Background: an optimization exercise with open tools, aiming at small area. Do not read the settings as production practice.
Only simulation tests tie the RTL to the original design; equivalence was not proved.

File: flow/config.mk
export PLATFORM = sky130hd
export DESIGN_NAME = filt_ppd
export DESIGN_NICKNAME = filt_ppd
export VERILOG_FILES = /design/flow/design.v
export SDC_FILE = /design/flow/constraint.sdc
export NUM_CORES = 4
export LEC_CHECK = 0
export CAP_MARGIN = 20
export CORE_MARGIN = 2
export CORE_UTILIZATION = 40
export SLEW_MARGIN = 20
export SYNTH_HIERARCHICAL = 1
export SYNTH_MINIMUM_KEEP_SIZE = 0
File: flow/constraint.sdc
create_clock -name core_clock -period 25.0 [get_ports {i_clk}]
set_input_delay 5.0000 -clock core_clock [delete_from_list [all_inputs] [get_ports {i_clk}]]
set_output_delay 5.0000 -clock core_clock [all_outputs]
set_load 0.01 [all_outputs]
File: flow/design.v
module add_fa (input wire i_a, input wire i_b, input wire i_c, output wire o_s, output wire o_c);
  assign o_s = i_a ^ i_b ^ i_c;
  assign o_c = (i_a & i_b) | (i_c & (i_a ^ i_b));
endmodule
module add_ha (input wire i_a, input wire i_b, output wire o_s, output wire o_c);
  assign o_s = i_a ^ i_b;
  assign o_c = i_a & i_b;
endmodule
module filt_ppd (
  input  wire               i_rst_an,    
  input  wire               i_ena,       
  input  wire               i_clk,       
  input  wire signed [5:0]  i_data,      
  output wire signed [27:0] o_data,      
  output wire               o_sclk       
);
  localparam [25:0] c_k30 = 26'h2ea0000;
  localparam [25:0] c_k31 = 26'h1600000;
  reg  [4:0]  r_k;
  reg         r_sclk;
  reg  [25:0] r_acc_a;
  reg  [25:0] r_acc_b;
  wire [5:0] w_x = i_data & {6{i_ena}};
  wire [6:0] w_xe = {w_x, 1'b0};
  wire [2:0] w_one, w_two, w_neg, w_nneg;
  genvar i;
  generate
    for (i = 0; i < 3; i = i + 1) begin: g_booth
      assign w_one[i]  = w_xe[2*i+1] ^ w_xe[2*i];
      assign w_two[i]  = (w_xe[2*i+2] & ~w_xe[2*i+1] & ~w_xe[2*i]) |
                         (~w_xe[2*i+2] & w_xe[2*i+1] & w_xe[2*i]);
      assign w_neg[i]  = w_xe[2*i+2];
      assign w_nneg[i] = i_ena & ~w_xe[2*i+2];
    end
  endgenerate
  reg  [4:0] w_k_nxt;
  reg        w_first, w_last, w_rst_st;
  always @(*) begin
    w_k_nxt  = 5'd0;
    w_first  = 1'b0;    
    w_last   = 1'b0;    
    w_rst_st = 1'b0;    
    case (r_k)
      5'd0: begin w_k_nxt = 5'd30; w_last = 1'b1; end
      5'd1: begin w_k_nxt = 5'd0; end
      5'd2: begin w_k_nxt = 5'd1; end
      5'd3: begin w_k_nxt = 5'd2; end
      5'd4: begin w_k_nxt = 5'd3; end
      5'd5: begin w_k_nxt = 5'd4; end
      5'd6: begin w_k_nxt = 5'd5; end
      5'd7: begin w_k_nxt = 5'd6; end
      5'd8: begin w_k_nxt = 5'd7; end
      5'd9: begin w_k_nxt = 5'd8; end
      5'd10: begin w_k_nxt = 5'd9; end
      5'd11: begin w_k_nxt = 5'd10; end
      5'd12: begin w_k_nxt = 5'd11; end
      5'd13: begin w_k_nxt = 5'd12; end
      5'd14: begin w_k_nxt = 5'd13; end
      5'd15: begin w_k_nxt = 5'd14; end
      5'd16: begin w_k_nxt = 5'd15; end
      5'd17: begin w_k_nxt = 5'd16; end
      5'd18: begin w_k_nxt = 5'd17; end
      5'd19: begin w_k_nxt = 5'd18; end
      5'd20: begin w_k_nxt = 5'd19; end
      5'd21: begin w_k_nxt = 5'd20; end
      5'd22: begin w_k_nxt = 5'd21; end
      5'd23: begin w_k_nxt = 5'd22; end
      5'd24: begin w_k_nxt = 5'd23; end
      5'd25: begin w_k_nxt = 5'd24; end
      5'd26: begin w_k_nxt = 5'd25; end
      5'd27: begin w_k_nxt = 5'd26; end
      5'd28: begin w_k_nxt = 5'd27; end
      5'd29: begin w_k_nxt = 5'd28; end
      5'd30: begin w_k_nxt = 5'd29; w_first = 1'b1; end
      5'd31: begin w_k_nxt = 5'd30; w_first = 1'b1; w_rst_st = 1'b1; end
      default: ;
    endcase
  end
  wire        w_sel    = i_ena & w_first;
  wire [25:0] w_base_a = w_sel ? r_acc_b : r_acc_a;
  wire [25:0] w_base_b = w_sel ? (w_rst_st ? c_k31 : c_k30) : r_acc_b;
  wire [25:0] w_acc_a, w_acc_b;
  reg [14:0] ma_h;
  always @(*)
    case (r_k)
      5'd0: ma_h = 15'd483;
      5'd1: ma_h = 15'd616;
      5'd2: ma_h = 15'd819;
      5'd3: ma_h = 15'd1120;
      5'd4: ma_h = 15'd1542;
      5'd5: ma_h = 15'd2109;
      5'd6: ma_h = 15'd2840;
      5'd7: ma_h = 15'd3750;
      5'd8: ma_h = 15'd4846;
      5'd9: ma_h = 15'd6133;
      5'd10: ma_h = 15'd7606;
      5'd11: ma_h = 15'd9255;
      5'd12: ma_h = 15'd11062;
      5'd13: ma_h = 15'd13002;
      5'd14: ma_h = 15'd15045;
      5'd15: ma_h = 15'd17156;
      5'd16: ma_h = 15'd19293;
      5'd17: ma_h = 15'd21414;
      5'd18: ma_h = 15'd23473;
      5'd19: ma_h = 15'd25425;
      5'd20: ma_h = 15'd27224;
      5'd21: ma_h = 15'd28827;
      5'd22: ma_h = 15'd30197;
      5'd23: ma_h = 15'd31300;
      5'd24: ma_h = 15'd32108;
      5'd25: ma_h = 15'd32601;
      5'd26: ma_h = 15'd32767;
      5'd27: ma_h = 15'd32601;
      5'd28: ma_h = 15'd32108;
      5'd29: ma_h = 15'd31300;
      5'd30: ma_h = 15'd30197;
      5'd31: ma_h = 15'd0;
      default: ma_h = 15'd0;
    endcase
  wire ma_pp0_0 = ((w_one[0] & ma_h[0])) ^ w_neg[0];
  wire ma_pp0_1 = ((w_one[0] & ma_h[1]) | (w_two[0] & ma_h[0])) ^ w_neg[0];
  wire ma_pp0_2 = ((w_one[0] & ma_h[2]) | (w_two[0] & ma_h[1])) ^ w_neg[0];
  wire ma_pp0_3 = ((w_one[0] & ma_h[3]) | (w_two[0] & ma_h[2])) ^ w_neg[0];
  wire ma_pp0_4 = ((w_one[0] & ma_h[4]) | (w_two[0] & ma_h[3])) ^ w_neg[0];
  wire ma_pp0_5 = ((w_one[0] & ma_h[5]) | (w_two[0] & ma_h[4])) ^ w_neg[0];
  wire ma_pp0_6 = ((w_one[0] & ma_h[6]) | (w_two[0] & ma_h[5])) ^ w_neg[0];
  wire ma_pp0_7 = ((w_one[0] & ma_h[7]) | (w_two[0] & ma_h[6])) ^ w_neg[0];
  wire ma_pp0_8 = ((w_one[0] & ma_h[8]) | (w_two[0] & ma_h[7])) ^ w_neg[0];
  wire ma_pp0_9 = ((w_one[0] & ma_h[9]) | (w_two[0] & ma_h[8])) ^ w_neg[0];
  wire ma_pp0_10 = ((w_one[0] & ma_h[10]) | (w_two[0] & ma_h[9])) ^ w_neg[0];
  wire ma_pp0_11 = ((w_one[0] & ma_h[11]) | (w_two[0] & ma_h[10])) ^ w_neg[0];
  wire ma_pp0_12 = ((w_one[0] & ma_h[12]) | (w_two[0] & ma_h[11])) ^ w_neg[0];
  wire ma_pp0_13 = ((w_one[0] & ma_h[13]) | (w_two[0] & ma_h[12])) ^ w_neg[0];
  wire ma_pp0_14 = ((w_one[0] & ma_h[14]) | (w_two[0] & ma_h[13])) ^ w_neg[0];
  wire ma_pp0_15 = ((w_two[0] & ma_h[14])) ^ w_neg[0];
  wire ma_pp1_0 = ((w_one[1] & ma_h[0])) ^ w_neg[1];
  wire ma_pp1_1 = ((w_one[1] & ma_h[1]) | (w_two[1] & ma_h[0])) ^ w_neg[1];
  wire ma_pp1_2 = ((w_one[1] & ma_h[2]) | (w_two[1] & ma_h[1])) ^ w_neg[1];
  wire ma_pp1_3 = ((w_one[1] & ma_h[3]) | (w_two[1] & ma_h[2])) ^ w_neg[1];
  wire ma_pp1_4 = ((w_one[1] & ma_h[4]) | (w_two[1] & ma_h[3])) ^ w_neg[1];
  wire ma_pp1_5 = ((w_one[1] & ma_h[5]) | (w_two[1] & ma_h[4])) ^ w_neg[1];
  wire ma_pp1_6 = ((w_one[1] & ma_h[6]) | (w_two[1] & ma_h[5])) ^ w_neg[1];
  wire ma_pp1_7 = ((w_one[1] & ma_h[7]) | (w_two[1] & ma_h[6])) ^ w_neg[1];
  wire ma_pp1_8 = ((w_one[1] & ma_h[8]) | (w_two[1] & ma_h[7])) ^ w_neg[1];
  wire ma_pp1_9 = ((w_one[1] & ma_h[9]) | (w_two[1] & ma_h[8])) ^ w_neg[1];
  wire ma_pp1_10 = ((w_one[1] & ma_h[10]) | (w_two[1] & ma_h[9])) ^ w_neg[1];
  wire ma_pp1_11 = ((w_one[1] & ma_h[11]) | (w_two[1] & ma_h[10])) ^ w_neg[1];
  wire ma_pp1_12 = ((w_one[1] & ma_h[12]) | (w_two[1] & ma_h[11])) ^ w_neg[1];
  wire ma_pp1_13 = ((w_one[1] & ma_h[13]) | (w_two[1] & ma_h[12])) ^ w_neg[1];
  wire ma_pp1_14 = ((w_one[1] & ma_h[14]) | (w_two[1] & ma_h[13])) ^ w_neg[1];
  wire ma_pp1_15 = ((w_two[1] & ma_h[14])) ^ w_neg[1];
  wire ma_pp2_0 = ((w_one[2] & ma_h[0])) ^ w_neg[2];
  wire ma_pp2_1 = ((w_one[2] & ma_h[1]) | (w_two[2] & ma_h[0])) ^ w_neg[2];
  wire ma_pp2_2 = ((w_one[2] & ma_h[2]) | (w_two[2] & ma_h[1])) ^ w_neg[2];
  wire ma_pp2_3 = ((w_one[2] & ma_h[3]) | (w_two[2] & ma_h[2])) ^ w_neg[2];
  wire ma_pp2_4 = ((w_one[2] & ma_h[4]) | (w_two[2] & ma_h[3])) ^ w_neg[2];
  wire ma_pp2_5 = ((w_one[2] & ma_h[5]) | (w_two[2] & ma_h[4])) ^ w_neg[2];
  wire ma_pp2_6 = ((w_one[2] & ma_h[6]) | (w_two[2] & ma_h[5])) ^ w_neg[2];
  wire ma_pp2_7 = ((w_one[2] & ma_h[7]) | (w_two[2] & ma_h[6])) ^ w_neg[2];
  wire ma_pp2_8 = ((w_one[2] & ma_h[8]) | (w_two[2] & ma_h[7])) ^ w_neg[2];
  wire ma_pp2_9 = ((w_one[2] & ma_h[9]) | (w_two[2] & ma_h[8])) ^ w_neg[2];
  wire ma_pp2_10 = ((w_one[2] & ma_h[10]) | (w_two[2] & ma_h[9])) ^ w_neg[2];
  wire ma_pp2_11 = ((w_one[2] & ma_h[11]) | (w_two[2] & ma_h[10])) ^ w_neg[2];
  wire ma_pp2_12 = ((w_one[2] & ma_h[12]) | (w_two[2] & ma_h[11])) ^ w_neg[2];
  wire ma_pp2_13 = ((w_one[2] & ma_h[13]) | (w_two[2] & ma_h[12])) ^ w_neg[2];
  wire ma_pp2_14 = ((w_one[2] & ma_h[14]) | (w_two[2] & ma_h[13])) ^ w_neg[2];
  wire ma_pp2_15 = ((w_two[2] & ma_h[14])) ^ w_neg[2];
  wire ma_w1, ma_w2;
  add_fa u_ma_w1 (.i_a(w_base_a[0]), .i_b(w_neg[0]), .i_c(ma_pp0_0), .o_s(ma_w1), .o_c(ma_w2));
  wire ma_w3, ma_w4;
  add_fa u_ma_w3 (.i_a(w_base_a[1]), .i_b(ma_pp0_1), .i_c(ma_w2), .o_s(ma_w3), .o_c(ma_w4));
  wire ma_w5, ma_w6;
  add_fa u_ma_w5 (.i_a(w_base_a[2]), .i_b(w_neg[1]), .i_c(ma_pp0_2), .o_s(ma_w5), .o_c(ma_w6));
  wire ma_w7, ma_w8;
  add_fa u_ma_w7 (.i_a(ma_pp1_0), .i_b(ma_w5), .i_c(ma_w4), .o_s(ma_w7), .o_c(ma_w8));
  wire ma_w9, ma_w10;
  add_fa u_ma_w9 (.i_a(w_base_a[3]), .i_b(ma_pp0_3), .i_c(ma_pp1_1), .o_s(ma_w9), .o_c(ma_w10));
  wire ma_w11, ma_w12;
  add_fa u_ma_w11 (.i_a(ma_w6), .i_b(ma_w9), .i_c(ma_w8), .o_s(ma_w11), .o_c(ma_w12));
  wire ma_w13, ma_w14;
  add_fa u_ma_w13 (.i_a(w_base_a[4]), .i_b(w_neg[2]), .i_c(ma_pp0_4), .o_s(ma_w13), .o_c(ma_w14));
  wire ma_w15, ma_w16;
  add_fa u_ma_w15 (.i_a(ma_pp1_2), .i_b(ma_pp2_0), .i_c(ma_w10), .o_s(ma_w15), .o_c(ma_w16));
  wire ma_w17, ma_w18;
  add_fa u_ma_w17 (.i_a(ma_w13), .i_b(ma_w15), .i_c(ma_w12), .o_s(ma_w17), .o_c(ma_w18));
  wire ma_w19, ma_w20;
  add_fa u_ma_w19 (.i_a(w_base_a[5]), .i_b(ma_pp0_5), .i_c(ma_pp1_3), .o_s(ma_w19), .o_c(ma_w20));
  wire ma_w21, ma_w22;
  add_fa u_ma_w21 (.i_a(ma_pp2_1), .i_b(ma_w14), .i_c(ma_w19), .o_s(ma_w21), .o_c(ma_w22));
  wire ma_w23, ma_w24;
  add_fa u_ma_w23 (.i_a(ma_w16), .i_b(ma_w21), .i_c(ma_w18), .o_s(ma_w23), .o_c(ma_w24));
  wire ma_w25, ma_w26;
  add_fa u_ma_w25 (.i_a(w_base_a[6]), .i_b(ma_pp0_6), .i_c(ma_pp1_4), .o_s(ma_w25), .o_c(ma_w26));
  wire ma_w27, ma_w28;
  add_fa u_ma_w27 (.i_a(ma_pp2_2), .i_b(ma_w20), .i_c(ma_w25), .o_s(ma_w27), .o_c(ma_w28));
  wire ma_w29, ma_w30;
  add_fa u_ma_w29 (.i_a(ma_w22), .i_b(ma_w27), .i_c(ma_w24), .o_s(ma_w29), .o_c(ma_w30));
  wire ma_w31, ma_w32;
  add_fa u_ma_w31 (.i_a(w_base_a[7]), .i_b(ma_pp0_7), .i_c(ma_pp1_5), .o_s(ma_w31), .o_c(ma_w32));
  wire ma_w33, ma_w34;
  add_fa u_ma_w33 (.i_a(ma_pp2_3), .i_b(ma_w26), .i_c(ma_w31), .o_s(ma_w33), .o_c(ma_w34));
  wire ma_w35, ma_w36;
  add_fa u_ma_w35 (.i_a(ma_w28), .i_b(ma_w33), .i_c(ma_w30), .o_s(ma_w35), .o_c(ma_w36));
  wire ma_w37, ma_w38;
  add_fa u_ma_w37 (.i_a(w_base_a[8]), .i_b(ma_pp0_8), .i_c(ma_pp1_6), .o_s(ma_w37), .o_c(ma_w38));
  wire ma_w39, ma_w40;
  add_fa u_ma_w39 (.i_a(ma_pp2_4), .i_b(ma_w32), .i_c(ma_w37), .o_s(ma_w39), .o_c(ma_w40));
  wire ma_w41, ma_w42;
  add_fa u_ma_w41 (.i_a(ma_w34), .i_b(ma_w39), .i_c(ma_w36), .o_s(ma_w41), .o_c(ma_w42));
  wire ma_w43, ma_w44;
  add_fa u_ma_w43 (.i_a(w_base_a[9]), .i_b(ma_pp0_9), .i_c(ma_pp1_7), .o_s(ma_w43), .o_c(ma_w44));
  wire ma_w45, ma_w46;
  add_fa u_ma_w45 (.i_a(ma_pp2_5), .i_b(ma_w38), .i_c(ma_w43), .o_s(ma_w45), .o_c(ma_w46));
  wire ma_w47, ma_w48;
  add_fa u_ma_w47 (.i_a(ma_w40), .i_b(ma_w45), .i_c(ma_w42), .o_s(ma_w47), .o_c(ma_w48));
  wire ma_w49, ma_w50;
  add_fa u_ma_w49 (.i_a(w_base_a[10]), .i_b(ma_pp0_10), .i_c(ma_pp1_8), .o_s(ma_w49), .o_c(ma_w50));
  wire ma_w51, ma_w52;
  add_fa u_ma_w51 (.i_a(ma_pp2_6), .i_b(ma_w44), .i_c(ma_w49), .o_s(ma_w51), .o_c(ma_w52));
  wire ma_w53, ma_w54;
  add_fa u_ma_w53 (.i_a(ma_w46), .i_b(ma_w51), .i_c(ma_w48), .o_s(ma_w53), .o_c(ma_w54));
  wire ma_w55, ma_w56;
  add_fa u_ma_w55 (.i_a(w_base_a[11]), .i_b(ma_pp0_11), .i_c(ma_pp1_9), .o_s(ma_w55), .o_c(ma_w56));
  wire ma_w57, ma_w58;
  add_fa u_ma_w57 (.i_a(ma_pp2_7), .i_b(ma_w50), .i_c(ma_w55), .o_s(ma_w57), .o_c(ma_w58));
  wire ma_w59, ma_w60;
  add_fa u_ma_w59 (.i_a(ma_w52), .i_b(ma_w57), .i_c(ma_w54), .o_s(ma_w59), .o_c(ma_w60));
  wire ma_w61, ma_w62;
  add_fa u_ma_w61 (.i_a(w_base_a[12]), .i_b(ma_pp0_12), .i_c(ma_pp1_10), .o_s(ma_w61), .o_c(ma_w62));
  wire ma_w63, ma_w64;
  add_fa u_ma_w63 (.i_a(ma_pp2_8), .i_b(ma_w56), .i_c(ma_w61), .o_s(ma_w63), .o_c(ma_w64));
  wire ma_w65, ma_w66;
  add_fa u_ma_w65 (.i_a(ma_w58), .i_b(ma_w63), .i_c(ma_w60), .o_s(ma_w65), .o_c(ma_w66));
  wire ma_w67, ma_w68;
  add_fa u_ma_w67 (.i_a(w_base_a[13]), .i_b(ma_pp0_13), .i_c(ma_pp1_11), .o_s(ma_w67), .o_c(ma_w68));
  wire ma_w69, ma_w70;
  add_fa u_ma_w69 (.i_a(ma_pp2_9), .i_b(ma_w62), .i_c(ma_w67), .o_s(ma_w69), .o_c(ma_w70));
  wire ma_w71, ma_w72;
  add_fa u_ma_w71 (.i_a(ma_w64), .i_b(ma_w69), .i_c(ma_w66), .o_s(ma_w71), .o_c(ma_w72));
  wire ma_w73, ma_w74;
  add_fa u_ma_w73 (.i_a(w_base_a[14]), .i_b(ma_pp0_14), .i_c(ma_pp1_12), .o_s(ma_w73), .o_c(ma_w74));
  wire ma_w75, ma_w76;
  add_fa u_ma_w75 (.i_a(ma_pp2_10), .i_b(ma_w68), .i_c(ma_w73), .o_s(ma_w75), .o_c(ma_w76));
  wire ma_w77, ma_w78;
  add_fa u_ma_w77 (.i_a(ma_w70), .i_b(ma_w75), .i_c(ma_w72), .o_s(ma_w77), .o_c(ma_w78));
  wire ma_w79, ma_w80;
  add_fa u_ma_w79 (.i_a(w_base_a[15]), .i_b(ma_pp0_15), .i_c(ma_pp1_13), .o_s(ma_w79), .o_c(ma_w80));
  wire ma_w81, ma_w82;
  add_fa u_ma_w81 (.i_a(ma_pp2_11), .i_b(ma_w74), .i_c(ma_w79), .o_s(ma_w81), .o_c(ma_w82));
  wire ma_w83, ma_w84;
  add_fa u_ma_w83 (.i_a(ma_w76), .i_b(ma_w81), .i_c(ma_w78), .o_s(ma_w83), .o_c(ma_w84));
  wire ma_w85, ma_w86;
  add_fa u_ma_w85 (.i_a(w_base_a[16]), .i_b(w_nneg[0]), .i_c(ma_pp1_14), .o_s(ma_w85), .o_c(ma_w86));
  wire ma_w87, ma_w88;
  add_fa u_ma_w87 (.i_a(ma_pp2_12), .i_b(ma_w80), .i_c(ma_w85), .o_s(ma_w87), .o_c(ma_w88));
  wire ma_w89, ma_w90;
  add_fa u_ma_w89 (.i_a(ma_w82), .i_b(ma_w87), .i_c(ma_w84), .o_s(ma_w89), .o_c(ma_w90));
  wire ma_w91, ma_w92;
  add_fa u_ma_w91 (.i_a(w_base_a[17]), .i_b(ma_pp1_15), .i_c(ma_pp2_13), .o_s(ma_w91), .o_c(ma_w92));
  wire ma_w93, ma_w94;
  add_fa u_ma_w93 (.i_a(ma_w86), .i_b(ma_w91), .i_c(ma_w88), .o_s(ma_w93), .o_c(ma_w94));
  wire ma_w95, ma_w96;
  add_ha u_ma_w95 (.i_a(ma_w93), .i_b(ma_w90), .o_s(ma_w95), .o_c(ma_w96));
  wire ma_w97, ma_w98;
  add_fa u_ma_w97 (.i_a(w_base_a[18]), .i_b(w_nneg[1]), .i_c(ma_pp2_14), .o_s(ma_w97), .o_c(ma_w98));
  wire ma_w99, ma_w100;
  add_fa u_ma_w99 (.i_a(ma_w92), .i_b(ma_w97), .i_c(ma_w94), .o_s(ma_w99), .o_c(ma_w100));
  wire ma_w101, ma_w102;
  add_ha u_ma_w101 (.i_a(ma_w99), .i_b(ma_w96), .o_s(ma_w101), .o_c(ma_w102));
  wire ma_w103, ma_w104;
  add_fa u_ma_w103 (.i_a(w_base_a[19]), .i_b(ma_pp2_15), .i_c(ma_w98), .o_s(ma_w103), .o_c(ma_w104));
  wire ma_w105, ma_w106;
  add_fa u_ma_w105 (.i_a(ma_w103), .i_b(ma_w100), .i_c(ma_w102), .o_s(ma_w105), .o_c(ma_w106));
  wire ma_w107, ma_w108;
  add_fa u_ma_w107 (.i_a(w_base_a[20]), .i_b(w_nneg[2]), .i_c(ma_w104), .o_s(ma_w107), .o_c(ma_w108));
  wire ma_w109, ma_w110;
  add_ha u_ma_w109 (.i_a(ma_w107), .i_b(ma_w106), .o_s(ma_w109), .o_c(ma_w110));
  wire ma_w111, ma_w112;
  add_fa u_ma_w111 (.i_a(w_base_a[21]), .i_b(ma_w108), .i_c(ma_w110), .o_s(ma_w111), .o_c(ma_w112));
  wire ma_w113, ma_w114;
  add_ha u_ma_w113 (.i_a(w_base_a[22]), .i_b(ma_w112), .o_s(ma_w113), .o_c(ma_w114));
  wire ma_w115, ma_w116;
  add_ha u_ma_w115 (.i_a(w_base_a[23]), .i_b(ma_w114), .o_s(ma_w115), .o_c(ma_w116));
  wire ma_w117, ma_w118;
  add_ha u_ma_w117 (.i_a(w_base_a[24]), .i_b(ma_w116), .o_s(ma_w117), .o_c(ma_w118));
  wire ma_w119 = w_base_a[25] ^ ma_w118;
  assign w_acc_a = {ma_w119, ma_w117, ma_w115, ma_w113, ma_w111, ma_w109, ma_w105, ma_w101, ma_w95, ma_w89, ma_w83, ma_w77, ma_w71, ma_w65, ma_w59, ma_w53, ma_w47, ma_w41, ma_w35, ma_w29, ma_w23, ma_w17, ma_w11, ma_w7, ma_w3, ma_w1};
  reg [14:0] mb_h;
  always @(*)
    case (r_k)
      5'd0: mb_h = 15'd28827;
      5'd1: mb_h = 15'd27224;
      5'd2: mb_h = 15'd25425;
      5'd3: mb_h = 15'd23473;
      5'd4: mb_h = 15'd21414;
      5'd5: mb_h = 15'd19293;
      5'd6: mb_h = 15'd17156;
      5'd7: mb_h = 15'd15045;
      5'd8: mb_h = 15'd13002;
      5'd9: mb_h = 15'd11062;
      5'd10: mb_h = 15'd9255;
      5'd11: mb_h = 15'd7606;
      5'd12: mb_h = 15'd6133;
      5'd13: mb_h = 15'd4846;
      5'd14: mb_h = 15'd3750;
      5'd15: mb_h = 15'd2840;
      5'd16: mb_h = 15'd2109;
      5'd17: mb_h = 15'd1542;
      5'd18: mb_h = 15'd1120;
      5'd19: mb_h = 15'd819;
      5'd20: mb_h = 15'd616;
      5'd21: mb_h = 15'd483;
      5'd22: mb_h = 15'd0;
      5'd23: mb_h = 15'd0;
      5'd24: mb_h = 15'd0;
      5'd25: mb_h = 15'd0;
      5'd26: mb_h = 15'd0;
      5'd27: mb_h = 15'd0;
      5'd28: mb_h = 15'd0;
      5'd29: mb_h = 15'd0;
      5'd30: mb_h = 15'd0;
      5'd31: mb_h = 15'd0;
      default: mb_h = 15'd0;
    endcase
  wire mb_pp0_0 = ((w_one[0] & mb_h[0])) ^ w_neg[0];
  wire mb_pp0_1 = ((w_one[0] & mb_h[1]) | (w_two[0] & mb_h[0])) ^ w_neg[0];
  wire mb_pp0_2 = ((w_one[0] & mb_h[2]) | (w_two[0] & mb_h[1])) ^ w_neg[0];
  wire mb_pp0_3 = ((w_one[0] & mb_h[3]) | (w_two[0] & mb_h[2])) ^ w_neg[0];
  wire mb_pp0_4 = ((w_one[0] & mb_h[4]) | (w_two[0] & mb_h[3])) ^ w_neg[0];
  wire mb_pp0_5 = ((w_one[0] & mb_h[5]) | (w_two[0] & mb_h[4])) ^ w_neg[0];
  wire mb_pp0_6 = ((w_one[0] & mb_h[6]) | (w_two[0] & mb_h[5])) ^ w_neg[0];
  wire mb_pp0_7 = ((w_one[0] & mb_h[7]) | (w_two[0] & mb_h[6])) ^ w_neg[0];
  wire mb_pp0_8 = ((w_one[0] & mb_h[8]) | (w_two[0] & mb_h[7])) ^ w_neg[0];
  wire mb_pp0_9 = ((w_one[0] & mb_h[9]) | (w_two[0] & mb_h[8])) ^ w_neg[0];
  wire mb_pp0_10 = ((w_one[0] & mb_h[10]) | (w_two[0] & mb_h[9])) ^ w_neg[0];
  wire mb_pp0_11 = ((w_one[0] & mb_h[11]) | (w_two[0] & mb_h[10])) ^ w_neg[0];
  wire mb_pp0_12 = ((w_one[0] & mb_h[12]) | (w_two[0] & mb_h[11])) ^ w_neg[0];
  wire mb_pp0_13 = ((w_one[0] & mb_h[13]) | (w_two[0] & mb_h[12])) ^ w_neg[0];
  wire mb_pp0_14 = ((w_one[0] & mb_h[14]) | (w_two[0] & mb_h[13])) ^ w_neg[0];
  wire mb_pp0_15 = ((w_two[0] & mb_h[14])) ^ w_neg[0];
  wire mb_pp1_0 = ((w_one[1] & mb_h[0])) ^ w_neg[1];
  wire mb_pp1_1 = ((w_one[1] & mb_h[1]) | (w_two[1] & mb_h[0])) ^ w_neg[1];
  wire mb_pp1_2 = ((w_one[1] & mb_h[2]) | (w_two[1] & mb_h[1])) ^ w_neg[1];
  wire mb_pp1_3 = ((w_one[1] & mb_h[3]) | (w_two[1] & mb_h[2])) ^ w_neg[1];
  wire mb_pp1_4 = ((w_one[1] & mb_h[4]) | (w_two[1] & mb_h[3])) ^ w_neg[1];
  wire mb_pp1_5 = ((w_one[1] & mb_h[5]) | (w_two[1] & mb_h[4])) ^ w_neg[1];
  wire mb_pp1_6 = ((w_one[1] & mb_h[6]) | (w_two[1] & mb_h[5])) ^ w_neg[1];
  wire mb_pp1_7 = ((w_one[1] & mb_h[7]) | (w_two[1] & mb_h[6])) ^ w_neg[1];
  wire mb_pp1_8 = ((w_one[1] & mb_h[8]) | (w_two[1] & mb_h[7])) ^ w_neg[1];
  wire mb_pp1_9 = ((w_one[1] & mb_h[9]) | (w_two[1] & mb_h[8])) ^ w_neg[1];
  wire mb_pp1_10 = ((w_one[1] & mb_h[10]) | (w_two[1] & mb_h[9])) ^ w_neg[1];
  wire mb_pp1_11 = ((w_one[1] & mb_h[11]) | (w_two[1] & mb_h[10])) ^ w_neg[1];
  wire mb_pp1_12 = ((w_one[1] & mb_h[12]) | (w_two[1] & mb_h[11])) ^ w_neg[1];
  wire mb_pp1_13 = ((w_one[1] & mb_h[13]) | (w_two[1] & mb_h[12])) ^ w_neg[1];
  wire mb_pp1_14 = ((w_one[1] & mb_h[14]) | (w_two[1] & mb_h[13])) ^ w_neg[1];
  wire mb_pp1_15 = ((w_two[1] & mb_h[14])) ^ w_neg[1];
  wire mb_pp2_0 = ((w_one[2] & mb_h[0])) ^ w_neg[2];
  wire mb_pp2_1 = ((w_one[2] & mb_h[1]) | (w_two[2] & mb_h[0])) ^ w_neg[2];
  wire mb_pp2_2 = ((w_one[2] & mb_h[2]) | (w_two[2] & mb_h[1])) ^ w_neg[2];
  wire mb_pp2_3 = ((w_one[2] & mb_h[3]) | (w_two[2] & mb_h[2])) ^ w_neg[2];
  wire mb_pp2_4 = ((w_one[2] & mb_h[4]) | (w_two[2] & mb_h[3])) ^ w_neg[2];
  wire mb_pp2_5 = ((w_one[2] & mb_h[5]) | (w_two[2] & mb_h[4])) ^ w_neg[2];
  wire mb_pp2_6 = ((w_one[2] & mb_h[6]) | (w_two[2] & mb_h[5])) ^ w_neg[2];
  wire mb_pp2_7 = ((w_one[2] & mb_h[7]) | (w_two[2] & mb_h[6])) ^ w_neg[2];
  wire mb_pp2_8 = ((w_one[2] & mb_h[8]) | (w_two[2] & mb_h[7])) ^ w_neg[2];
  wire mb_pp2_9 = ((w_one[2] & mb_h[9]) | (w_two[2] & mb_h[8])) ^ w_neg[2];
  wire mb_pp2_10 = ((w_one[2] & mb_h[10]) | (w_two[2] & mb_h[9])) ^ w_neg[2];
  wire mb_pp2_11 = ((w_one[2] & mb_h[11]) | (w_two[2] & mb_h[10])) ^ w_neg[2];
  wire mb_pp2_12 = ((w_one[2] & mb_h[12]) | (w_two[2] & mb_h[11])) ^ w_neg[2];
  wire mb_pp2_13 = ((w_one[2] & mb_h[13]) | (w_two[2] & mb_h[12])) ^ w_neg[2];
  wire mb_pp2_14 = ((w_one[2] & mb_h[14]) | (w_two[2] & mb_h[13])) ^ w_neg[2];
  wire mb_pp2_15 = ((w_two[2] & mb_h[14])) ^ w_neg[2];
  wire mb_w1, mb_w2;
  add_fa u_mb_w1 (.i_a(w_base_b[0]), .i_b(w_neg[0]), .i_c(mb_pp0_0), .o_s(mb_w1), .o_c(mb_w2));
  wire mb_w3, mb_w4;
  add_fa u_mb_w3 (.i_a(w_base_b[1]), .i_b(mb_pp0_1), .i_c(mb_w2), .o_s(mb_w3), .o_c(mb_w4));
  wire mb_w5, mb_w6;
  add_fa u_mb_w5 (.i_a(w_base_b[2]), .i_b(w_neg[1]), .i_c(mb_pp0_2), .o_s(mb_w5), .o_c(mb_w6));
  wire mb_w7, mb_w8;
  add_fa u_mb_w7 (.i_a(mb_pp1_0), .i_b(mb_w5), .i_c(mb_w4), .o_s(mb_w7), .o_c(mb_w8));
  wire mb_w9, mb_w10;
  add_fa u_mb_w9 (.i_a(w_base_b[3]), .i_b(mb_pp0_3), .i_c(mb_pp1_1), .o_s(mb_w9), .o_c(mb_w10));
  wire mb_w11, mb_w12;
  add_fa u_mb_w11 (.i_a(mb_w6), .i_b(mb_w9), .i_c(mb_w8), .o_s(mb_w11), .o_c(mb_w12));
  wire mb_w13, mb_w14;
  add_fa u_mb_w13 (.i_a(w_base_b[4]), .i_b(w_neg[2]), .i_c(mb_pp0_4), .o_s(mb_w13), .o_c(mb_w14));
  wire mb_w15, mb_w16;
  add_fa u_mb_w15 (.i_a(mb_pp1_2), .i_b(mb_pp2_0), .i_c(mb_w10), .o_s(mb_w15), .o_c(mb_w16));
  wire mb_w17, mb_w18;
  add_fa u_mb_w17 (.i_a(mb_w13), .i_b(mb_w15), .i_c(mb_w12), .o_s(mb_w17), .o_c(mb_w18));
  wire mb_w19, mb_w20;
  add_fa u_mb_w19 (.i_a(w_base_b[5]), .i_b(mb_pp0_5), .i_c(mb_pp1_3), .o_s(mb_w19), .o_c(mb_w20));
  wire mb_w21, mb_w22;
  add_fa u_mb_w21 (.i_a(mb_pp2_1), .i_b(mb_w14), .i_c(mb_w19), .o_s(mb_w21), .o_c(mb_w22));
  wire mb_w23, mb_w24;
  add_fa u_mb_w23 (.i_a(mb_w16), .i_b(mb_w21), .i_c(mb_w18), .o_s(mb_w23), .o_c(mb_w24));
  wire mb_w25, mb_w26;
  add_fa u_mb_w25 (.i_a(w_base_b[6]), .i_b(mb_pp0_6), .i_c(mb_pp1_4), .o_s(mb_w25), .o_c(mb_w26));
  wire mb_w27, mb_w28;
  add_fa u_mb_w27 (.i_a(mb_pp2_2), .i_b(mb_w20), .i_c(mb_w25), .o_s(mb_w27), .o_c(mb_w28));
  wire mb_w29, mb_w30;
  add_fa u_mb_w29 (.i_a(mb_w22), .i_b(mb_w27), .i_c(mb_w24), .o_s(mb_w29), .o_c(mb_w30));
  wire mb_w31, mb_w32;
  add_fa u_mb_w31 (.i_a(w_base_b[7]), .i_b(mb_pp0_7), .i_c(mb_pp1_5), .o_s(mb_w31), .o_c(mb_w32));
  wire mb_w33, mb_w34;
  add_fa u_mb_w33 (.i_a(mb_pp2_3), .i_b(mb_w26), .i_c(mb_w31), .o_s(mb_w33), .o_c(mb_w34));
  wire mb_w35, mb_w36;
  add_fa u_mb_w35 (.i_a(mb_w28), .i_b(mb_w33), .i_c(mb_w30), .o_s(mb_w35), .o_c(mb_w36));
  wire mb_w37, mb_w38;
  add_fa u_mb_w37 (.i_a(w_base_b[8]), .i_b(mb_pp0_8), .i_c(mb_pp1_6), .o_s(mb_w37), .o_c(mb_w38));
  wire mb_w39, mb_w40;
  add_fa u_mb_w39 (.i_a(mb_pp2_4), .i_b(mb_w32), .i_c(mb_w37), .o_s(mb_w39), .o_c(mb_w40));
  wire mb_w41, mb_w42;
  add_fa u_mb_w41 (.i_a(mb_w34), .i_b(mb_w39), .i_c(mb_w36), .o_s(mb_w41), .o_c(mb_w42));
  wire mb_w43, mb_w44;
  add_fa u_mb_w43 (.i_a(w_base_b[9]), .i_b(mb_pp0_9), .i_c(mb_pp1_7), .o_s(mb_w43), .o_c(mb_w44));
  wire mb_w45, mb_w46;
  add_fa u_mb_w45 (.i_a(mb_pp2_5), .i_b(mb_w38), .i_c(mb_w43), .o_s(mb_w45), .o_c(mb_w46));
  wire mb_w47, mb_w48;
  add_fa u_mb_w47 (.i_a(mb_w40), .i_b(mb_w45), .i_c(mb_w42), .o_s(mb_w47), .o_c(mb_w48));
  wire mb_w49, mb_w50;
  add_fa u_mb_w49 (.i_a(w_base_b[10]), .i_b(mb_pp0_10), .i_c(mb_pp1_8), .o_s(mb_w49), .o_c(mb_w50));
  wire mb_w51, mb_w52;
  add_fa u_mb_w51 (.i_a(mb_pp2_6), .i_b(mb_w44), .i_c(mb_w49), .o_s(mb_w51), .o_c(mb_w52));
  wire mb_w53, mb_w54;
  add_fa u_mb_w53 (.i_a(mb_w46), .i_b(mb_w51), .i_c(mb_w48), .o_s(mb_w53), .o_c(mb_w54));
  wire mb_w55, mb_w56;
  add_fa u_mb_w55 (.i_a(w_base_b[11]), .i_b(mb_pp0_11), .i_c(mb_pp1_9), .o_s(mb_w55), .o_c(mb_w56));
  wire mb_w57, mb_w58;
  add_fa u_mb_w57 (.i_a(mb_pp2_7), .i_b(mb_w50), .i_c(mb_w55), .o_s(mb_w57), .o_c(mb_w58));
  wire mb_w59, mb_w60;
  add_fa u_mb_w59 (.i_a(mb_w52), .i_b(mb_w57), .i_c(mb_w54), .o_s(mb_w59), .o_c(mb_w60));
  wire mb_w61, mb_w62;
  add_fa u_mb_w61 (.i_a(w_base_b[12]), .i_b(mb_pp0_12), .i_c(mb_pp1_10), .o_s(mb_w61), .o_c(mb_w62));
  wire mb_w63, mb_w64;
  add_fa u_mb_w63 (.i_a(mb_pp2_8), .i_b(mb_w56), .i_c(mb_w61), .o_s(mb_w63), .o_c(mb_w64));
  wire mb_w65, mb_w66;
  add_fa u_mb_w65 (.i_a(mb_w58), .i_b(mb_w63), .i_c(mb_w60), .o_s(mb_w65), .o_c(mb_w66));
  wire mb_w67, mb_w68;
  add_fa u_mb_w67 (.i_a(w_base_b[13]), .i_b(mb_pp0_13), .i_c(mb_pp1_11), .o_s(mb_w67), .o_c(mb_w68));
  wire mb_w69, mb_w70;
  add_fa u_mb_w69 (.i_a(mb_pp2_9), .i_b(mb_w62), .i_c(mb_w67), .o_s(mb_w69), .o_c(mb_w70));
  wire mb_w71, mb_w72;
  add_fa u_mb_w71 (.i_a(mb_w64), .i_b(mb_w69), .i_c(mb_w66), .o_s(mb_w71), .o_c(mb_w72));
  wire mb_w73, mb_w74;
  add_fa u_mb_w73 (.i_a(w_base_b[14]), .i_b(mb_pp0_14), .i_c(mb_pp1_12), .o_s(mb_w73), .o_c(mb_w74));
  wire mb_w75, mb_w76;
  add_fa u_mb_w75 (.i_a(mb_pp2_10), .i_b(mb_w68), .i_c(mb_w73), .o_s(mb_w75), .o_c(mb_w76));
  wire mb_w77, mb_w78;
  add_fa u_mb_w77 (.i_a(mb_w70), .i_b(mb_w75), .i_c(mb_w72), .o_s(mb_w77), .o_c(mb_w78));
  wire mb_w79, mb_w80;
  add_fa u_mb_w79 (.i_a(w_base_b[15]), .i_b(mb_pp0_15), .i_c(mb_pp1_13), .o_s(mb_w79), .o_c(mb_w80));
  wire mb_w81, mb_w82;
  add_fa u_mb_w81 (.i_a(mb_pp2_11), .i_b(mb_w74), .i_c(mb_w79), .o_s(mb_w81), .o_c(mb_w82));
  wire mb_w83, mb_w84;
  add_fa u_mb_w83 (.i_a(mb_w76), .i_b(mb_w81), .i_c(mb_w78), .o_s(mb_w83), .o_c(mb_w84));
  wire mb_w85, mb_w86;
  add_fa u_mb_w85 (.i_a(w_base_b[16]), .i_b(w_nneg[0]), .i_c(mb_pp1_14), .o_s(mb_w85), .o_c(mb_w86));
  wire mb_w87, mb_w88;
  add_fa u_mb_w87 (.i_a(mb_pp2_12), .i_b(mb_w80), .i_c(mb_w85), .o_s(mb_w87), .o_c(mb_w88));
  wire mb_w89, mb_w90;
  add_fa u_mb_w89 (.i_a(mb_w82), .i_b(mb_w87), .i_c(mb_w84), .o_s(mb_w89), .o_c(mb_w90));
  wire mb_w91, mb_w92;
  add_fa u_mb_w91 (.i_a(w_base_b[17]), .i_b(mb_pp1_15), .i_c(mb_pp2_13), .o_s(mb_w91), .o_c(mb_w92));
  wire mb_w93, mb_w94;
  add_fa u_mb_w93 (.i_a(mb_w86), .i_b(mb_w91), .i_c(mb_w88), .o_s(mb_w93), .o_c(mb_w94));
  wire mb_w95, mb_w96;
  add_ha u_mb_w95 (.i_a(mb_w93), .i_b(mb_w90), .o_s(mb_w95), .o_c(mb_w96));
  wire mb_w97, mb_w98;
  add_fa u_mb_w97 (.i_a(w_base_b[18]), .i_b(w_nneg[1]), .i_c(mb_pp2_14), .o_s(mb_w97), .o_c(mb_w98));
  wire mb_w99, mb_w100;
  add_fa u_mb_w99 (.i_a(mb_w92), .i_b(mb_w97), .i_c(mb_w94), .o_s(mb_w99), .o_c(mb_w100));
  wire mb_w101, mb_w102;
  add_ha u_mb_w101 (.i_a(mb_w99), .i_b(mb_w96), .o_s(mb_w101), .o_c(mb_w102));
  wire mb_w103, mb_w104;
  add_fa u_mb_w103 (.i_a(w_base_b[19]), .i_b(mb_pp2_15), .i_c(mb_w98), .o_s(mb_w103), .o_c(mb_w104));
  wire mb_w105, mb_w106;
  add_fa u_mb_w105 (.i_a(mb_w103), .i_b(mb_w100), .i_c(mb_w102), .o_s(mb_w105), .o_c(mb_w106));
  wire mb_w107, mb_w108;
  add_fa u_mb_w107 (.i_a(w_base_b[20]), .i_b(w_nneg[2]), .i_c(mb_w104), .o_s(mb_w107), .o_c(mb_w108));
  wire mb_w109, mb_w110;
  add_ha u_mb_w109 (.i_a(mb_w107), .i_b(mb_w106), .o_s(mb_w109), .o_c(mb_w110));
  wire mb_w111, mb_w112;
  add_fa u_mb_w111 (.i_a(w_base_b[21]), .i_b(mb_w108), .i_c(mb_w110), .o_s(mb_w111), .o_c(mb_w112));
  wire mb_w113, mb_w114;
  add_ha u_mb_w113 (.i_a(w_base_b[22]), .i_b(mb_w112), .o_s(mb_w113), .o_c(mb_w114));
  wire mb_w115, mb_w116;
  add_ha u_mb_w115 (.i_a(w_base_b[23]), .i_b(mb_w114), .o_s(mb_w115), .o_c(mb_w116));
  wire mb_w117, mb_w118;
  add_ha u_mb_w117 (.i_a(w_base_b[24]), .i_b(mb_w116), .o_s(mb_w117), .o_c(mb_w118));
  wire mb_w119 = w_base_b[25] ^ mb_w118;
  assign w_acc_b = {mb_w119, mb_w117, mb_w115, mb_w113, mb_w111, mb_w109, mb_w105, mb_w101, mb_w95, mb_w89, mb_w83, mb_w77, mb_w71, mb_w65, mb_w59, mb_w53, mb_w47, mb_w41, mb_w35, mb_w29, mb_w23, mb_w17, mb_w11, mb_w7, mb_w3, mb_w1};
  always @(posedge i_clk or negedge i_rst_an)
    if (!i_rst_an) begin
      r_k    <= 5'd31;
      r_sclk <= 1'b0;
    end else begin
      if (i_ena)
        r_k <= w_k_nxt;
      r_sclk <= i_ena & w_last;
    end
  always @(posedge i_clk) begin
    r_acc_a <= w_acc_a;
    r_acc_b <= w_acc_b;
  end
  assign o_data = {{2{r_acc_a[25]}}, r_acc_a};
  assign o_sclk = r_sclk;
endmodule
File: flow/flow/run.sh
#!/bin/bash
# Own layout flow: the standard synthesis, then an area re-mapping of the
# combinational logic between the registers and adder cells (registers, full
# and half adders are kept as they are, with their names), then the standard flow's
# standard layout with smaller port buffers and a clock tree without dummy loads.
# Each tool's full output goes to a log file of its own in this folder.
set -euo pipefail
W=$(pwd)
export PLATFORM_LIB=$FLOW_HOME/platforms/$FLOW_PLATFORM/lib/sky130_fd_sc_hd__tt_025C_1v80.lib
R=$W/orfs/results/$FLOW_PLATFORM/filt_ppd/base
L=$W/orfs/logs/$FLOW_PLATFORM/filt_ppd/base

# 1. standard synthesis
bash standard.sh synth > $W/log_1_synth.log 2>&1

# 2. re-map the combinational logic for area
cp $R/1_2_yosys.v $W/synth_standard.v
DONT_USE=$(grep -o -- '-dont_use [^ ]*' $L/1_2_yosys.log | sort -u | tr '\n' ' ')
export REOPT_IN=$W/synth_standard.v
export REOPT_OUT=$W/synth_reopt.v
export REOPT_DONT_USE="$DONT_USE"
export REOPT_SCRIPT=$W/flow/abc_area.script
yosys -c $W/flow/reopt.tcl > $W/log_2_reopt.log 2>&1
cp $W/synth_reopt.v $R/1_2_yosys.v
rm -f $R/1_synth.odb $R/1_synth.sdc

# 3. layout
bash standard.sh finish \
  "BUFFER_PORTS_ARGS=-buffer_cell sky130_fd_sc_hd__buf_1" \
  "CTS_ARGS=-sink_clustering_enable -repair_clock_nets -dont_use_dummy_load -buf_list sky130_fd_sc_hd__clkbuf_8 -sink_clustering_size 30 -sink_clustering_max_diameter 150" \
  > $W/log_3_layout.log 2>&1
File: flow/flow/abc_area.script
strash
&get -n
&deepsyn -T 30
&put
dch -f
amap
topo
File: flow/flow/reopt.tcl
# Re-map the combinational logic of the standard synthesis netlist for area.
# Registers, full and half adders stay as they are (blackboxes, same instance names).
yosys -import
set lib $::env(PLATFORM_LIB)
read_liberty -ignore_miss_func $lib
read_verilog $::env(REOPT_IN)
hierarchy -top $::env(FLOW_TOP)
setattr -mod -set blackbox 1 sky130_fd_sc_hd__fa_* sky130_fd_sc_hd__ha_* sky130_fd_sc_hd__df*
tee -o $::env(REOPT_OUT).before.stat stat -liberty $lib
flatten
yosys rename -hide w:*.*
hierarchy -top $::env(FLOW_TOP)
opt_clean -purge
abc -liberty $lib {*}$::env(REOPT_DONT_USE) -script $::env(REOPT_SCRIPT)
read_liberty -lib -ignore_redef $lib
setundef -zero
splitnets
opt_clean -purge
hilomap -singleton -hicell sky130_fd_sc_hd__conb_1 HI -locell sky130_fd_sc_hd__conb_1 LO
insbuf -buf sky130_fd_sc_hd__buf_1 A X
opt_clean -purge
check -assert
tee -o $::env(REOPT_OUT).after.stat stat -liberty $lib
write_verilog -noattr -nohex -nodec $::env(REOPT_OUT)
File: flow/standard.sh
#!/bin/bash
# synth_recipe.tcl (not shown) runs the flow's synth.tcl, then flattens the netlist and writes it again
# the make line also repeats each setting of config.mk as NAME=value (left out here)
make -C /OpenROAD-flow-scripts/flow DESIGN_CONFIG=/design/flow/config.mk WORK_HOME=/design/flow/orfs CLKGATE_MAP_FILE= SYNTH_SCRIPT=/design/flow/synth_recipe.tcl "${@:-finish}"
==> results of run 1 <==
==> cells in the final DEF (no fill, tap or decap), types with 2 or more instances in the layout <==
master	instances
sky130_fd_sc_hd__nor2_1	179
sky130_fd_sc_hd__fa_1	106
sky130_fd_sc_hd__a21oi_1	74
sky130_fd_sc_hd__o22ai_1	67
sky130_fd_sc_hd__clkinv_1	64
sky130_fd_sc_hd__o21ai_0	61
sky130_fd_sc_hd__nand2_1	58
sky130_fd_sc_hd__dfxtp_1	52
sky130_fd_sc_hd__buf_1	37
sky130_fd_sc_hd__ha_1	24
sky130_fd_sc_hd__buf_4	12
sky130_fd_sc_hd__nor3_1	11
sky130_fd_sc_hd__o221ai_1	11
sky130_fd_sc_hd__clkbuf_8	9
sky130_fd_sc_hd__a22oi_1	7
sky130_fd_sc_hd__a211oi_1	7
sky130_fd_sc_hd__a221o_1	6
sky130_fd_sc_hd__dfstp_2	5
sky130_fd_sc_hd__o32ai_1	4
sky130_fd_sc_hd__a22o_1	4
sky130_fd_sc_hd__o211ai_1	3
sky130_fd_sc_hd__or3_1	3
sky130_fd_sc_hd__a31oi_1	3
sky130_fd_sc_hd__nor4_1	3
sky130_fd_sc_hd__a21boi_0	2
sky130_fd_sc_hd__o22ai_2	2
sky130_fd_sc_hd__o32a_1	2
sky130_fd_sc_hd__nor2b_1	2
sky130_fd_sc_hd__or2_0	2
==> layout make-up <==
class / instances / area [µm²]
fillers: 1620 / 8750
multi-input cells: 654 / 5070
flip-flops and latches: 58 / 1200
well taps: 216 / 270
inverters: 64 / 240
repair buffers: 49 / 229
clock buffers: 9 / 124
==> final timing paths <==
check                                         start  slack [ns]             endpoint  depth (start not counted)
max in group asynchronous                  i_rst_an       20.23   r_k[3]$_DFFE_PN1P_                          1
worst min register to register  r_acc_b[25]$_DFF_P_        0.58  r_acc_b[25]$_DFF_P_                          2
worst min-delay path            r_acc_b[25]$_DFF_P_        0.58  r_acc_b[25]$_DFF_P_                          2
worst max-delay path                          i_ena        9.12  r_acc_b[25]$_DFF_P_                         32
min in group asynchronous                  i_rst_an        4.49     r_sclk$_DFF_PN0_                          1
worst max register to register   r_k[2]$_DFFE_PN1P_       12.51  r_acc_a[25]$_DFF_P_                         32
==> registers in the layout, indices dropped and copies added, names as in the netlist <==
register  flops
r_acc_b      26
r_k           5
r_acc_a      26
r_sclk        1
==> routing by layer <==
| layer | vias to the layer above | routed length [µm] |
|---|---|---|
| li1 | 2869 | - |
| met1 | 2830 | 8300 |
| met2 | 245 | 8470 |
| met3 | 51 | 1360 |
| met4 | 0 | 801 |
| met5 | - | 0 |
==> through the flow <==
stage	hold slack (ns)	util [%]	setup WS (ns)
3_5_place_dp	0.574	44.1	8.64
4_1_cts	0.580	44.9	9.08
3_3_place_gp	0.575	44.1	8.85
2_1_floorplan	0.531	-	8.29
5_1_grt	0.617	44.9	8.49
6_report	0.580	44.9	9.12
==> worst max-delay path, delay by kind of cell <==
kind                       cells  cell delay (ns)
and+or+nand+nor                3             1.43
adders and majority gates     24             8.21
buffers and inverters          3             1.09
AOI/OAI and AO/OA              2             0.37
==> results_tabular.tex, run 1 <==
\begin{tabular}{lr}
\hline
Metric & Value \\
\hline
\multicolumn{2}{l}{\textbf{Route}} \\
Via count of the routed design & 5995 \\
Total iterations of the first detailed-routing run & 8 \\
Remaining antenna violation count after routing & 0 \\
Ratio of routed vias to standard cells & 5.71 \\
Number of violations reported at the end of detailed-routing iteration 0 & 597 \\
DRC errors left & 0 \\
Final Routed Wirelength & 18900 µm \\
Routed wire per std cell & 18.0 µm \\
\multicolumn{2}{l}{\textbf{Timing}} \\
Unrepaired setup endpoints after global routing & no \\
Tightest Pin Transition & 1.08 ns \\
Skew final & 0.0178 ns \\
Final clock period utilization by the worst path & 63.5\% \\
Final-report hold violation count & 0 \\
Final min period & 15.88 ns \\
Fmax & 63.0 MHz \\
Setup Total Neg Slack & 0 ns \\
Pins Over Slew Limit & 0 \\
Max\_slew headroom & 27.8\% \\
Number of failing setup endpoints in the final timing report & 0 \\
\multicolumn{2}{l}{\textbf{Clocking}} \\
Cts-stage hold buffer count & 0 \\
Clock root buffer master & sky130\_fd\_sc\_hd\_\_clkbuf\_8 \\
H-tree depth reported by CTS & 3 \\
Setup Fix Bufs, Post-CTS & 0 \\
Maximum root-to-sink buffer count & 2 \\
Clock tree from TritonCTS & done \\
Cells resized by post-CTS repair & 0 \\
Clock latency on the worst-skew pair & 0.38 ns \\
Clock slew seen by the registers of the worst setup and hold paths & 0.06 ns \\
Clock Sink Count & 58 \\
Clock buffer count from CTS & 9 \\
\multicolumn{2}{l}{\textbf{Min path}} \\
Hold Crit Class & register to register \\
\multicolumn{2}{l}{\textbf{Placed design}} \\
Count of input and output buffers & 37 \\
Cell area after placement & 0.00701 mm² \\
Sum of net half-perimeters after detailed placement & 14300 µm \\
Number of placed instances with taps included & 1041 \\
GPL Wtd Cong & 0.965 \\
\multicolumn{2}{l}{\textbf{Yosys}} \\
Count of warnings emitted by yosys & 7 \\
Average cell area after synthesis & 8.34 µm² \\
Cell Area, Synth & 0.00648 mm² \\
Synth Instances & 778 \\
Syn\_nets & 917 \\
\multicolumn{2}{l}{\textbf{Setup path}} \\
Worst Path Max Fanout & 14 \\
Data arrival at the endpoint of the critical path & 16.13 ns \\
Nature of the critical path startpoint & input port \\
Data required, critical path & 25.26 ns \\
Most prevalent standard cell on the critical path & sky130\_fd\_sc\_hd\_\_fa\_1 \\
Classification of the worst setup path & input port to register \\
Delay of the slowest cell on the worst path & 0.76 ns \\
Kind of end point of the critical path & register \\
Cell type of the slowest stage on the worst timing path & sky130\_fd\_sc\_hd\_\_nor2\_1 \\
\multicolumn{2}{l}{\textbf{Layout}} \\
Layout net count & 975 \\
Relative area change from synthesis to final layout & 9.96\% \\
Cell area after layout & 0.00713 mm² \\
Layout cell share with drive strength beyond 1 & 3.72\% \\
Count of inserted antenna diode cells & 0 \\
Post-Layout Cell Count & 1050 \\
\multicolumn{2}{l}{\textbf{Global routing}} \\
Number of global-route vias before repair & 5844 \\
Global route overflow & 0 \\
Met2 global-route usage & 34.7\% \\
Number of antenna violations at the first check in global routing & 0 \\
First-pass GRT wire length & 31500 µm \\
Met3 capacity usage during global routing & 4.28\% \\
Largest net degree at the start of global routing & 68 \\
Global routing's busiest layer & met2 \\
Met1 usage in global routing & 32.4\% \\
All-layer global routing usage & 23.1\% \\
\multicolumn{2}{l}{\textbf{Job}} \\
Reported max-cap violation count & 0 \\
\multicolumn{2}{l}{\textbf{Die}} \\
Starting density of the core & 40.8\% \\
Die extent in x & 131 µm \\
Die boundary height & 131 µm \\
Die area & 0.0172 mm² \\
Boundary Pins & 38 \\
Row count & 46 \\
Placeable core region & 0.0159 mm² \\
\multicolumn{2}{l}{\textbf{Status}} \\
Run status & finished clean \\
\hline
\end{tabular}
==> inputs of run 2 (changes only) <==
==> flow/flow/abc_area.script (replaced) <==
strash
dch -f
amap
topo
==> results_tabular.tex, run 2 <==
\begin{tabular}{lr}
\hline
Metric & Value \\
\hline
\multicolumn{2}{l}{\textbf{Die}} \\
Row count & 46 \\
Die extent in x & 132 µm \\
Boundary Pins & 38 \\
Die area & 0.0175 mm² \\
Die boundary height & 132 µm \\
Starting density of the core & 41.2\% \\
Placeable core region & 0.0160 mm² \\
\multicolumn{2}{l}{\textbf{Layout}} \\
Area of the multi-input gates & 0.00513 mm² \\
Layout cell share with drive strength beyond 1 & 3.50\% \\
Relative area change from synthesis to final layout & 9.60\% \\
Post-Layout Cell Count & 1073 \\
Biggest regs & r\_acc\_a (26), r\_acc\_b (26), r\_k (5) \\
Most frequent cells in the layout & 199 x sky130\_fd\_sc\_hd\_\_nor2\_1, 106 x sky130\_fd\_sc\_hd\_\_fa\_1, 99 x sky130\_fd\_sc\_hd\_\_a21oi\_1 \\
Count of inserted antenna diode cells & 0 \\
Layout net count & 998 \\
Most frequent standard cell in the layout excluding fill and tap cells & sky130\_fd\_sc\_hd\_\_nor2\_1 \\
Number of filler instances in the final layout & 1644 \\
Sequential cell area & 0.00120 mm² \\
\multicolumn{2}{l}{\textbf{Setup path}} \\
Critical path buffers and inverters & 4 \\
Most prevalent standard cell on the critical path & sky130\_fd\_sc\_hd\_\_fa\_1 \\
Data required, critical path & 25.25 ns \\
Cell depth of the worst setup path & 33 \\
Classification of the worst setup path & input port to register \\
Destination of the worst register-to-register timing path & r\_acc\_a[25]\$\_DFF\_P\_ \\
Reg2reg path depth & 33 \\
Worst reg2reg startpoint & r\_k[4]\$\_DFFE\_PN1P\_ \\
Kind of end point of the critical path & register \\
Category of cells accounting for the largest share of critical-path delay & adder cells \\
Cell type of the slowest stage on the worst timing path & sky130\_fd\_sc\_hd\_\_clkinv\_1 \\
R2R setup slack & 12.70 ns \\
Delay of the slowest cell on the worst path & 0.62 ns \\
Nature of the critical path startpoint & input port \\
Data arrival at the endpoint of the critical path & 16.57 ns \\
Worst Path Max Fanout & 17 \\
\multicolumn{2}{l}{\textbf{Clocking}} \\
Setup Fix Bufs, Post-CTS & 0 \\
H-tree depth reported by CTS & 3 \\
Clock root buffer master & sky130\_fd\_sc\_hd\_\_clkbuf\_8 \\
Cts-stage hold buffer count & 0 \\
Clock Sink Count & 58 \\
Clock latency on the worst-skew pair & 0.36 ns \\
Clock tree from TritonCTS & done \\
Maximum root-to-sink buffer count & 2 \\
Clock slew seen by the registers of the worst setup and hold paths & 0.07 ns \\
Cells resized by post-CTS repair & 0 \\
Clock buffer count from CTS & 9 \\
\multicolumn{2}{l}{\textbf{Timing}} \\
Number of failing setup endpoints in the final timing report & 0 \\
Final-report hold violation count & 0 \\
Unrepaired setup endpoints after global routing & no \\
Final min period & 16.32 ns \\
Pins Over Slew Limit & 0 \\
Max\_slew headroom & 22.9\% \\
Tightest Pin Transition & 1.14 ns \\
Final clock period utilization by the worst path & 65.3\% \\
Setup Total Neg Slack & 0 ns \\
Skew final & 0.0170 ns \\
Fmax & 61.3 MHz \\
\multicolumn{2}{l}{\textbf{Route}} \\
Ratio of routed vias to standard cells & 5.76 \\
Total iterations of the first detailed-routing run & 5 \\
Remaining antenna violation count after routing & 0 \\
DRC errors left & 0 \\
Number of violations reported at the end of detailed-routing iteration 0 & 572 \\
Routed wire per std cell & 18.2 µm \\
Via count of the routed design & 6181 \\
Final Routed Wirelength & 19500 µm \\
\multicolumn{2}{l}{\textbf{Global routing}} \\
Number of global-route vias before repair & 5988 \\
Largest net degree at the start of global routing & 57 \\
Number of antenna violations at the first check in global routing & 0 \\
First-pass GRT wire length & 32600 µm \\
Global route overflow & 0 \\
All-layer global routing usage & 23.6\% \\
\multicolumn{2}{l}{\textbf{Min path}} \\
Worst hold path endpoint & r\_acc\_b[22]\$\_DFF\_P\_ \\
Worst hold start & r\_acc\_b[22]\$\_DFF\_P\_ \\
Cell depth of the worst hold path & 2 \\
Hold Crit Class & register to register \\
\multicolumn{2}{l}{\textbf{Placed design}} \\
Count of input and output buffers & 37 \\
GPL Wtd Cong & 0.953 \\
Number of placed instances with taps included & 1064 \\
Sum of net half-perimeters after detailed placement & 14700 µm \\
\multicolumn{2}{l}{\textbf{Status}} \\
Run status & finished clean \\
\multicolumn{2}{l}{\textbf{Yosys}} \\
Cell Area, Synth & 0.00660 mm² \\
Average cell area after synthesis & 8.23 µm² \\
Synth Instances & 802 \\
Count of warnings emitted by yosys & 7 \\
Syn\_nets & 941 \\
\multicolumn{2}{l}{\textbf{Job}} \\
Reported max-cap violation count & 0 \\
\hline
\end{tabular}
[run 2: final cells by class]
type / count / area share, %
inverter: 76 / 3.95
multi-input combinational: 666 / 71.0
clock buffer: 9 / 1.71
tap: 216 / 3.74
timing repair buffer: 48 / 3.03
sequential: 58 / 16.6
[run 2: tightest hold or removal path, stage by stage (launching register included)]
cell and delay, ns:
sky130_fd_sc_hd__dfxtp_1 0.33, sky130_fd_sc_hd__or2_0 0.12, sky130_fd_sc_hd__ha_1 0.13
[run 2: worst max-delay path by stage]
stage	from	end	slack (ns)
2_1_floorplan	i_ena	r_acc_a[25]$_DFF_P_	7.60
3_3_place_gp	i_ena	r_acc_a[25]$_DFF_P_	8.62
3_5_place_dp	i_ena	r_acc_b[25]$_DFF_P_	8.32
4_1_cts	i_ena	r_acc_a[25]$_DFF_P_	8.76
5_1_grt	i_ena	r_acc_a[25]$_DFF_P_	8.04
6_report	i_ena	r_acc_b[25]$_DFF_P_	8.68
[run 2: layer usage]
metal / part of all wire (%) / vias up / track usage [%]
met2: 44 / 309 / 35.1
met5: 0 / - / 0
met3: 7.5 / 43 / 4.37
met1: 45 / 2865 / 33.7
li1: - / 2964 / -
met4: 3.9 / 0 / 9.92
[run 2: through the flow]
step	cell area (µm²)	setup WS (ns)	hold WS [ns]	util, %
after floorplan	6600	7.60	0.531	-
after global placement	7100	8.62	0.578	44.4
after detailed placement	7110	8.32	0.581	44.4
after CTS	7230	8.76	0.608	45.2
after global routing	7230	8.04	0.640	45.2
final	7230	8.68	0.608	45.2

-- afterwards: timing with drivers on the ports --
No port has a modelled driver above. Below, the same layouts with a new extraction and two added sets of constraints. Step 1: set_driving_cell puts a clkbuf_16 on i_clk and a buf_2 on each other input, an assumption about the parent block. Step 2, shift: input delay + t, output delay - t, t = (earliest + latest rising clock arrival at the registers) / 2. This alone moves slack from input paths to output paths. Slacks: no drivers / after step 1 / after step 2; pairs: no drivers / after step 1.
run | t (ns) | setup WS [ns] | hold slack, ns
run 1 | 0.408 | 9.123 / 9.139 / 8.731 | 0.580 / 0.580 / 0.580
run 2 | 0.395 | 8.678 / 8.691 / 8.297 | 0.608 / 0.608 / 0.608
After both steps every run listed still meets setup and hold. The setup slack of run 1, which loses most, moves by +0.016 ns with the drivers and by -0.392 ns with both steps.
